Context: an optimization exercise on an open-source flow, tuned for small area, a short achievable clock period and few clock cycles. The choices shown serve that exercise and are no tape-out recipe.
At most, simulation tests tie the RTL to the original design; equivalence was not proved.
Power figures rest on the tool's default switching activity, not on a simulated workload.

Setup of the reference run:
// rle
module rle (
	clk,
	nreset,
	start,
	message_addr,
	message_size,
	rle_addr,
	rle_size,
	done,
	port_A_data_in,
	port_A_data_out,
	port_A_addr,
	port_A_we
	);
input	clk;
input	nreset;
input	start;
input 	[31:0] message_addr;
input	[31:0] message_size;
input	[31:0] rle_addr;
input   [31:0] port_A_data_out;
output  [31:0] port_A_data_in;
output  [15:0] port_A_addr;
output  port_A_we;
output	[31:0] rle_size;
output	done;
reg        busy, done_r;
reg        we_r;          
reg        wd;            
reg        fin, fin2;     
reg [13:0] R;             
reg [13:0] Wp;            
reg        rdv;           
reg        allin;         
reg        rlast;         
reg [5:0]  wleft;         
reg [31:0] W;
reg [3:1]  rb;            
reg [2:0]  qe;            
reg [1:0]  pos;           
reg [2:0]  sl;            
reg [2:0]  q;             
reg        cons;          
reg        eb;            
reg        sv;            
reg [7:0]  sb;            
reg [2:0]  ssl;           
reg        Wv, last, first, half;
reg [7:0]  val, cnt, runs;
reg [15:0] lo;
wire [1:0] vb = message_size[1:0];      
wire go_start = start & ~busy;
assign port_A_we      = we_r & busy;
assign port_A_addr    = {(we_r ? Wp : R), 2'b00};
assign port_A_data_in = {val, cnt, lo};
assign rle_size       = {23'b0, runs, 1'b0};
assign done           = done_r;
function [2:0] seg;
	input [2:0] n;
	input [2:0] p;
	begin
		case ({n, p})
			{3'd2, 3'd1}, {3'd3, 3'd2}, {3'd4, 3'd3}: seg = 3'd1;
			{3'd3, 3'd1}, {3'd4, 3'd2}:               seg = 3'd2;
			{3'd4, 3'd1}:                             seg = 3'd3;
			default:                                  seg = 3'd4;
		endcase
	end
endfunction
wire       run  = busy & ~fin & ~fin2;
wire       go   = run & Wv & ~sv;
wire       nr   = eb | first;
wire       emit = sv | (go & eb & ~first);
wire [7:0] byt  = W[{pos, 3'b000} +: 8];
wire [2:0] nq   = rb[1] ? 3'd1 : rb[2] ? 3'd2 : rb[3] ? 3'd3 : qe;
wire [3:1] rbn  = rb[1] ? {rb[3:2], 1'b0} : rb[2] ? {rb[3], 2'b00} : 3'b000;
  ...
For scale: ~650 cells after synthesis, roughly 210 I/O pins.
Settings: LEC_CHECK=0, CAP_MARGIN=20, CORE_MARGIN=2, CORE_UTILIZATION=40, CTS_BUF_LIST=sky130_fd_sc_hd__clkbuf_8, PLACE_DENSITY=0.6, SETUP_SLACK_MARGIN=1.8, SLEW_MARGIN=20; clock period 4.0 ns.
standard.sh (not shown) runs the stock make flow with config.mk's settings and CLKGATE_MAP_FILE= SYNTH_SCRIPT=/design/flow/synth_recipe.tcl, a recipe that flattens the netlist after the stock synthesis.
==> flow/flow/run.sh <==
#!/bin/bash
set -euo pipefail
bash standard.sh "BUFFER_PORTS_ARGS=-buffer_cell sky130_fd_sc_hd__buf_1" finish > standard_flow.log 2>&1
Testbench counts of the reference run, summed over its fixed seeds: cycles 16,803.
Setup changes, the reference run to the trial run
# the reference run
export LEC_CHECK = 0
export CAP_MARGIN = 20
export CORE_MARGIN = 2
export CORE_UTILIZATION = 40
export CTS_BUF_LIST = sky130_fd_sc_hd__clkbuf_8
export PLACE_DENSITY = 0.6
export SETUP_SLACK_MARGIN = 1.8
export SLEW_MARGIN = 20
create_clock -name core_clock -period 4.0 [get_ports {clk}]
# the trial run
export LEC_CHECK = 0
export CAP_MARGIN = 20
export CORE_MARGIN = 2
export CORE_UTILIZATION = 50
export CTS_BUF_LIST = sky130_fd_sc_hd__clkbuf_8
export PLACE_DENSITY = 0.7
export SETUP_SLACK_MARGIN = 1.8
export SLEW_MARGIN = 20
create_clock -name core_clock -period 4.0 [get_ports {clk}]
==> comparison <==
Row non-clock buffer count: the trial run lower / the reference run higher
The detailed-route wire length number comes out higher for the reference run vs the trial run.
The reference run → the trial run: cell area climbed 120 µm²; number of placement rows down about 10%.
Of the trial run and the reference run, it is the trial run that has the higher portion of total power attributed to combinational logic.
The trial run vs the reference run: met2 routing resource usage after global routing up
In the trial run the count of inserted tapcells turned out about 20% lower than in the reference run.

* * *

## raven
The RTL this note starts from:
==> flow/design.v <==
module rle (
	clk,
	nreset,
	start,
	message_addr,
	message_size,
	rle_addr,
	rle_size,
	done,
	port_A_data_in,
	port_A_data_out,
	port_A_addr,
	port_A_we
	);
input	clk;
input	nreset;
input	start;
input 	[31:0] message_addr;
input	[31:0] message_size;
input	[31:0] rle_addr;
input   [31:0] port_A_data_out;
output  [31:0] port_A_data_in;
output  [15:0] port_A_addr;
output  port_A_we;
output	[31:0] rle_size;
output	done;
localparam RUN = 2'd0, FIN = 2'd1, FIN2 = 2'd2;
reg        busy, done_r, we_r;
reg [1:0]  ph;
reg [13:0] A;             
reg [13:0] O;             
reg        rdv;           
reg        allin;         
reg        rlast;         
reg [5:0]  wleft;         
reg [31:0] W;
reg [3:0]  b;             
reg [3:1]  s;             
reg [3:1]  m;             
reg        Wv, last, first, half;
reg [1:0]  pos;
reg [7:0]  val, cnt, runs;
reg [15:0] lo;
wire [1:0] vb = message_size[1:0];      
wire go_start = start & ~busy;
assign port_A_we      = we_r;
assign port_A_addr    = {A, 2'b00};
assign port_A_data_in = {val, cnt, lo};
assign rle_size       = {23'b0, runs, 1'b0};
assign done           = done_r;
function [2:0] nxt;
	input [1:0] p;
	input [3:1] st;
	begin
		case (p)
			2'd0: nxt = st[1] ? 3'd1 : st[2] ? 3'd2 : st[3] ? 3'd3 : 3'd4;
			2'd1: nxt = st[2] ? 3'd2 : st[3] ? 3'd3 : 3'd4;
			2'd2: nxt = st[3] ? 3'd3 : 3'd4;
			default: nxt = 3'd4;
		endcase
	end
endfunction
wire [3:0] mm   = {m, 1'b0};
wire [2:0] q    = nxt(pos, s);
wire       cons = q[2] | mm[q[1:0]];
wire [2:0] q2   = nxt(q[1:0], s);
wire       cons2 = q2[2] | mm[q2[1:0]];    
wire [2:0] seglen = q - {1'b0, pos};
wire       bp   = b[pos];
wire       nr   = bp | first;
wire       emit = bp & ~first;
wire [7:0] byt  = W[{pos, 3'b000} +: 8];
wire run = busy & (ph == RUN);
wire go  = run & Wv;
wire [31:0] d = port_A_data_out;
wire [3:0] bl;
assign bl[0] = d[7:0]   != W[31:24];
assign bl[1] = d[15:8]  != d[7:0];
assign bl[2] = d[23:16] != d[15:8];
assign bl[3] = d[31:24] != d[23:16];
wire [3:1] ml;
assign ml[1] = rlast & (vb == 2'd1);
assign ml[2] = rlast & (vb == 2'd1 || vb == 2'd2);
assign ml[3] = rlast & (vb != 2'd0);
wire single_l = ~|bl[3:1];
wire land = busy & rdv;
wire free1 = land ? single_l : (go & ~cons) ? cons2 : 1'b1;
wire issue = run & ~we_r & ~allin & free1;
reg        Wv_n, first_n, half_n, busy_n, en_n;
reg [1:0]  ph_n;
always @(*) begin
	Wv_n = Wv; first_n = first; half_n = half;
	ph_n = ph; busy_n = busy; en_n = 1'b0;
	if (busy) begin
		case (ph)
			RUN: begin
				if (go) begin
					first_n = 1'b0;
					if (emit) half_n = ~half;
					if (cons) begin
						Wv_n = 1'b0;
						if (last) ph_n = FIN;
					end else
						en_n = 1'b1;
				end
				if (land) begin
					Wv_n = 1'b1;
					en_n = bl[0] & ~first_n;
				end
			end
			FIN: begin
				if (half) begin
					busy_n = 1'b0;
				end else begin
					half_n = 1'b1;
					ph_n = FIN2;
				end
			end
			default: busy_n = 1'b0;
		endcase
	end
	if (go_start) begin
		busy_n = 1'b1; ph_n = RUN; Wv_n = 1'b0; first_n = 1'b1; half_n = 1'b0;
	end
end
wire we_n = busy_n & ((ph_n == RUN) ? (en_n & half_n) :
                      (ph_n == FIN) ? half_n : 1'b1);
wire [13:0] inc = A + 14'd1;
wire [13:0] pr  = we_r ? O : (issue ? inc : A);
wire [13:0] pw  = we_r ? inc : O;
always @(posedge clk or negedge nreset) begin
	if (!nreset) begin
		busy <= 1'b0;
		done_r <= 1'b0;
		we_r <= 1'b0;
		ph <= RUN;
		rdv <= 1'b0;
		Wv <= 1'b0;
		first <= 1'b1;
		half <= 1'b0;
	end else begin
		busy <= busy_n;
		we_r <= we_n;
		ph <= ph_n;
		Wv <= Wv_n;
		first <= first_n;
		half <= half_n;
		rdv <= issue;
		if (go_start)
			done_r <= 1'b0;
		else if (busy & ~busy_n)
			done_r <= 1'b1;
	end
end
always @(posedge clk) begin
	if (go_start) begin
		A <= message_addr[15:2];
		O <= rle_addr[15:2];
		wleft <= message_size[7:2] - {5'd0, (vb == 2'd0)};
		allin <= 1'b0;
		runs <= 8'd0;
	end else begin
		A <= we_n ? pw : pr;
		O <= we_n ? pr : pw;
		if (issue) begin
			wleft <= wleft - 6'd1;
			rlast <= (wleft == 6'd0);
			if (wleft == 6'd0) allin <= 1'b1;
		end
		if (go) begin
			if (cons) last <= 1'b0;
			else pos <= q[1:0];
			if (nr) begin
				val <= byt;
				cnt <= {5'd0, seglen};
			end else
				cnt <= cnt + {5'd0, seglen};
			if (emit) begin
				runs <= runs + 8'd1;
				if (!half) lo <= {val, cnt};
			end
		end
		if (land) begin
			W <= d;
			b <= bl;
			s <= bl[3:1] | ml;
			m <= ml;
			last <= rlast;
			pos <= 2'd0;
		end
		if (busy && ph == FIN) begin
			runs <= runs + 8'd1;
			if (!half) begin
				lo <= {val, cnt};
				val <= 8'd0;
				cnt <= 8'd0;
			end
		end
	end
end
endmodule
clock: 4.0 ns
lec_check: 0
cap_margin: 20
core_margin: 2
core_utilization: 40
place_density: 0.6
slew_margin: 20
run.sh (not shown) runs the stock make flow with config.mk's settings and CLKGATE_MAP_FILE= SYNTH_SCRIPT=/design/flow/synth_recipe.tcl, a recipe that flattens the netlist after the stock synthesis.
Stock flow here: none of the scripts above is used.
#### Input delta (tundra over raven)
Settings: SETUP_SLACK_MARGIN newly set to 2.0.
[summary]
Comparing tundra and raven, the higher post-route core utilization is on tundra.
According to the power report, total power for tundra is higher than for raven.
Diff tundra and raven: overall routed net length lower in raven
Here is what was changed in the inputs of violet compared with tundra.
Settings: a change of SETUP_SLACK_MARGIN from 2.0 to 1.5.
### Flow results
Looking at post-route cell area across tundra and violet, the one that comes out lower is violet.
Cell with the largest stage delay on the worst path = edfxtp_1: tundra; cell with the largest stage delay on the worst path = fa_2: violet
Across both runs, post-layout instance count excluding filler cells was lower for violet than for tundra.
Weighted congestion reported at the end of routability-driven placement (tundra / violet): 1.08
Higher portion of the clock cycle consumed by the worst path in the final layout was reported by tundra, not violet.
Cmp tundra and violet / total chip power / lower: violet
Compared with tundra, in violet logic depth of the worst register-to-register path saw a decrease, wire length saw an increase, count of routing violations after the opening detailed-route iteration shows a reduction of 37%.
No run of this note included a check of the RTL's function; only the layout flow was run.

* * *

willow:
rle, a different RTL version from the one above (not shown whole).
Size: roughly 770 cells after synthesis, about 7800 µm² of cells after synthesis.
// rle
module rle (
	clk,
	nreset,
	start,
	message_addr,
	message_size,
	rle_addr,
	rle_size,
	done,
	port_A_data_in,
	port_A_data_out,
	port_A_addr,
	port_A_we
	);
input	clk;
input	nreset;
input	start;
input 	[31:0] message_addr;
input	[31:0] message_size;
input	[31:0] rle_addr;
input   [31:0] port_A_data_out;
output  [31:0] port_A_data_in;
output  [15:0] port_A_addr;
output  port_A_we;
output	[31:0] rle_size;
output	done;
reg        busy, done_r, we_r;
reg        fin, fin2;     
reg [13:0] A;             
reg [13:0] O;             
reg        rdv;           
reg        allin;         
reg        rlast;         
reg [5:0]  wleft;         
reg [31:0] W;
reg [3:1]  rb;            
reg [2:0]  qe;            
reg [1:0]  pos;           
reg [2:0]  sl;            
reg [2:0]  q;             
reg        cons;          
reg        eb;            
reg        Wv, last, first, half;
reg [7:0]  val, cnt, runs;
reg [15:0] lo;
wire [1:0] vb = message_size[1:0];      
wire go_start = start & ~busy;
assign port_A_we      = we_r;
assign port_A_addr    = {A, 2'b00};
assign port_A_data_in = {val, cnt, lo};
assign rle_size       = {23'b0, runs, 1'b0};
assign done           = done_r;
wire       run  = busy & ~fin & ~fin2;
wire       go   = run & Wv;
wire       nr   = eb | first;
wire       emit = eb & ~first;
wire [7:0] byt  = W[{pos, 3'b000} +: 8];
wire [2:0] nq   = rb[1] ? 3'd1 : rb[2] ? 3'd2 : rb[3] ? 3'd3 : qe;
wire [3:1] rbn  = rb[1] ? {rb[3:2], 1'b0} : rb[2] ? {rb[3], 2'b00} : 3'b000;
wire       consn = ~|rb;
wire [3:0] clo  = {1'b0, cnt[2:0]} + {1'b0, sl};
wire [4:0] chi1 = cnt[7:3] + 5'd1;
wire [7:0] cadd = {clo[3] ? chi1 : cnt[7:3], clo[2:0]};
wire [31:0] d = port_A_data_out;
wire [3:0] bl;
assign bl[0] = d[7:0]   != W[31:24];
assign bl[1] = d[15:8]  != d[7:0];
assign bl[2] = d[23:16] != d[15:8];
assign bl[3] = d[31:24] != d[23:16];
wire [3:1] ml;                                            
assign ml[1] = rlast & (vb == 2'd1);
assign ml[2] = rlast & (vb == 2'd1 || vb == 2'd2);
assign ml[3] = rlast & (vb != 2'd0);
wire [3:1] stl = bl[3:1] & ~ml;
wire [2:0] qel = rlast ? {vb == 2'd0, vb} : 3'd4;
  ...
make LEC_CHECK=0 CAP_MARGIN=20 CORE_MARGIN=2 CORE_UTILIZATION=40 PLACE_DENSITY=0.6 SETUP_SLACK_MARGIN=2.0 SLEW_MARGIN=20 finish   # period 4.0 ns
willow finished every step from synthesis to the final layout, and the layout passed the timing, DRC and antenna checks.
Setup changes, willow to onyx
Settings: SETUP_SLACK_MARGIN changed from 2.0 to 1.5.
==> flow/flow/run.sh (new file) <==
#!/bin/bash
set -euo pipefail
bash standard.sh "BUFFER_PORTS_ARGS=-buffer_cell sky130_fd_sc_hd__buf_1" finish > standard_flow.log 2>&1
==> flow/standard.sh (new file) <==
#!/bin/bash
# synth_recipe.tcl (not shown) runs the flow's synth.tcl, then flattens the netlist and writes it again
# the make line also repeats each setting of config.mk as NAME=value (left out here)
make -C /OpenROAD-flow-scripts/flow DESIGN_CONFIG=/design/flow/config.mk WORK_HOME=/design/flow/orfs CLKGATE_MAP_FILE= SYNTH_SCRIPT=/design/flow/synth_recipe.tcl "${@:-finish}"
removed: flow/run.sh
Findings:
- Between onyx and willow, it is onyx whose clock-buffer cell count is higher, by 1.
- Diff willow -> onyx | post-placement cell area | down by more than 10%
- onyx ends up with a combinational power that is about 30% lower than in willow.
- Going from willow to onyx, part of the power in combinational logic shrinks by 9.2 points.
- Comparing wire length on met1 for onyx and willow, the smaller number came from onyx.
- The final reports for onyx and willow show logic depth of the worst setup path including buffers higher in the former.
For indigo, these inputs were changed with respect to onyx:
==> flow/run.sh (new file) <==
#!/bin/bash
# synth_recipe.tcl (not shown) runs the flow's synth.tcl, then flattens the netlist and writes it again
# the make line also repeats each setting of config.mk as NAME=value (left out here)
make -C /OpenROAD-flow-scripts/flow DESIGN_CONFIG=/design/flow/config.mk WORK_HOME=/design/flow/orfs CLKGATE_MAP_FILE= SYNTH_SCRIPT=/design/flow/synth_recipe.tcl finish
removed: flow/flow/run.sh
removed: flow/standard.sh
==> comparison <==
| clock skew | indigo vs onyx | ≈ equal |
Of indigo and onyx, it is indigo that has the higher setup slack.
A last element of the critical path of O[5] is what indigo shows, while O[8] belongs to onyx.
Between indigo and onyx, it is indigo whose sum of routed wire segments on met1 is higher, by about 3.8%.
Changes observed in indigo relative to onyx: leakage power figure shows an increase of about 11%, final period demand of the worst path lower.
No functional check of the RTL was part of any run of this note.

* * *

Setup of red:
RTL: one of the versions met above, not the one the previous note started from.
For scale: about 650 cells after synthesis, ~150 flip-flops, about 210 I/O pins, ~7600 sq um of cells after synthesis.
export LEC_CHECK = 0
export CAP_MARGIN = 0
export CORE_MARGIN = 2
export CORE_UTILIZATION = 40
export PLACE_DENSITY = 0.6
export SETUP_SLACK_MARGIN = 1.8
export SLEW_MARGIN = 0
create_clock -name core_clock -period 4.0 [get_ports {clk}]
standard.sh (not shown) runs the stock make flow with config.mk's settings and CLKGATE_MAP_FILE= SYNTH_SCRIPT=/design/flow/synth_recipe.tcl, a recipe that flattens the netlist after the stock synthesis.
==> flow/flow/run.sh <==
#!/bin/bash
set -euo pipefail
bash standard.sh "BUFFER_PORTS_ARGS=-buffer_cell sky130_fd_sc_hd__buf_1" finish > standard_flow.log 2>&1
red: full flow OK, the timing, DRC and antenna checks passed
Testbench counts of red, summed over its fixed seeds: cycles 16,803.
Changes in blue relative to red:
- putting CTS_BUF_LIST at sky130_fd_sc_hd__clkbuf_8 where nothing was set
- swapping 1.8 for 1.6 in SETUP_SLACK_MARGIN
- swapping 0 for 20 in SLEW_MARGIN
- swapping 0 for 20 in CAP_MARGIN
==> comparison <==
- blue against red: synthesis-to-finish area growth dropped 3.9 points, total net switching power dropped 4.4%, share of total power in the clock network dropped 2.6 points.
- Delta (blue minus red): clock period minus worst slack increased 0.067 ns; sequential share of layout area increased 1.6 points.
- Timing endpoint of the critical path = port_A_addr[2]: blue; timing endpoint of the critical path = port_A_addr[3]: red
The following lists how green was set up differently from blue:
- SETUP_SLACK_MARGIN: 1.6 -> 1.9
## What came out
Sort green and blue by layout buffering overhead excluding clock cells asc -> top: blue
Diff blue -> green: routed length on met2 went up about 12%; routed wire length went up 1.5 mm; post-synthesis to final-layout area growth went up 6.0 points; combinational logic power went up 24%; fmax went up about 3%.
Comparing blue against green, there is no change at all in final max-slew violation count.
Of green and blue, the higher via count of the first global-routing pass belongs to green.
Modified inputs, orange compared to green
- SETUP_SLACK_MARGIN changed from 1.9 to 1.7
[summary]
orange: all stages complete, timing, DRC and antenna checks passed. green: full flow OK, the timing, DRC and antenna checks passed. Comparing green and orange, the lower synthesis-to-finish area growth was measured on orange. When the final numbers for green and orange were put side by side, the mean number of vias per cell turned out to be smaller in orange. Status: clock insertion delay at the later pin of the skew report parity (green, orange).
#### Input delta (purple over orange)
- removing CTS_BUF_LIST (formerly sky130_fd_sc_hd__clkbuf_8)
- setting TNS_END_PERCENT to 5 for the first time
- changing SETUP_SLACK_MARGIN from 1.7 to 1.8
==> run summary <==
No stage failed in purple, and the final checks on the layout all came back clean.
purple against orange: headroom to the max-slew limit climbed 0.82 points; global-route wire length before repair dropped about 3%.
Sequential power share on purple is down relative to orange.
Compared with orange, purple improves routed wire length.

-- what the ideal ports hide --
The flow's constraints put no driver on any port. The routed layouts listed below were extracted and timed again, unchanged, in two steps.
Step 1 assumes that a clkbuf_16 drives the clock port and a buf_2 every other input.
Step 2 adds t to the input delays and takes it off the output delays; t is the mean of the earliest and latest rising clock arrival at the registers after step 1. Input paths then give back, and output paths get back, about the clock's delay inside the block.
a / b / c = ideal / step 1 / step 2; a / b = the first two.
| run | shift t [ns] | slack for setup (ns) | worst hold slack (ns) | worst setup path after step 2 |
|---|---|---|---|---|
| the reference run | 0.488 | 1.770 / 1.732 / 1.441 | 0.282 / 0.299 / 0.506 | input to register |
| the trial run | 0.491 | 1.795 / 1.758 / 1.343 | 0.271 / 0.282 / 0.510 | input to register |
| raven | 0.455 | 0.543 / 0.543 / 0.123 | 0.479 / 0.479 / 0.479 | input to register |
| tundra | 0.460 | 0.882 / 0.882 / 0.862 | 0.481 / 0.481 / 0.481 | input to register |
| violet | 0.458 | 0.938 / 0.938 / 0.810 | 0.494 / 0.494 / 0.494 | input to register |
| willow | 0.467 | 1.557 / 1.569 / 1.103 | 0.493 / 0.493 / 0.493 | input to register |
| onyx | 0.458 | 1.426 / 1.447 / 0.989 | 0.323 / 0.329 / 0.494 | input to register |
| indigo | 0.464 | 1.551 / 1.529 / 1.094 | 0.507 / 0.507 / 0.507 | input to register |
| red | 0.459 | 1.812 / 1.767 / 1.445 | 0.338 / 0.349 / 0.502 | input to register |
| blue | 0.499 | 1.745 / 1.705 / 1.303 | 0.273 / 0.280 / 0.498 | input to register |
| green | 0.483 | 1.813 / 1.775 / 1.485 | 0.283 / 0.298 / 0.504 | input to register |
| orange | 0.496 | 1.755 / 1.714 / 1.366 | 0.284 / 0.292 / 0.512 | input to register |
| purple | 0.463 | 1.787 / 1.749 / 1.396 | 0.332 / 0.341 / 0.484 | input to register |
After both steps every run listed still meets setup and hold. For indigo, which loses most, drivers alone change the setup slack by -0.022 ns; drivers and shift together by -0.457 ns.
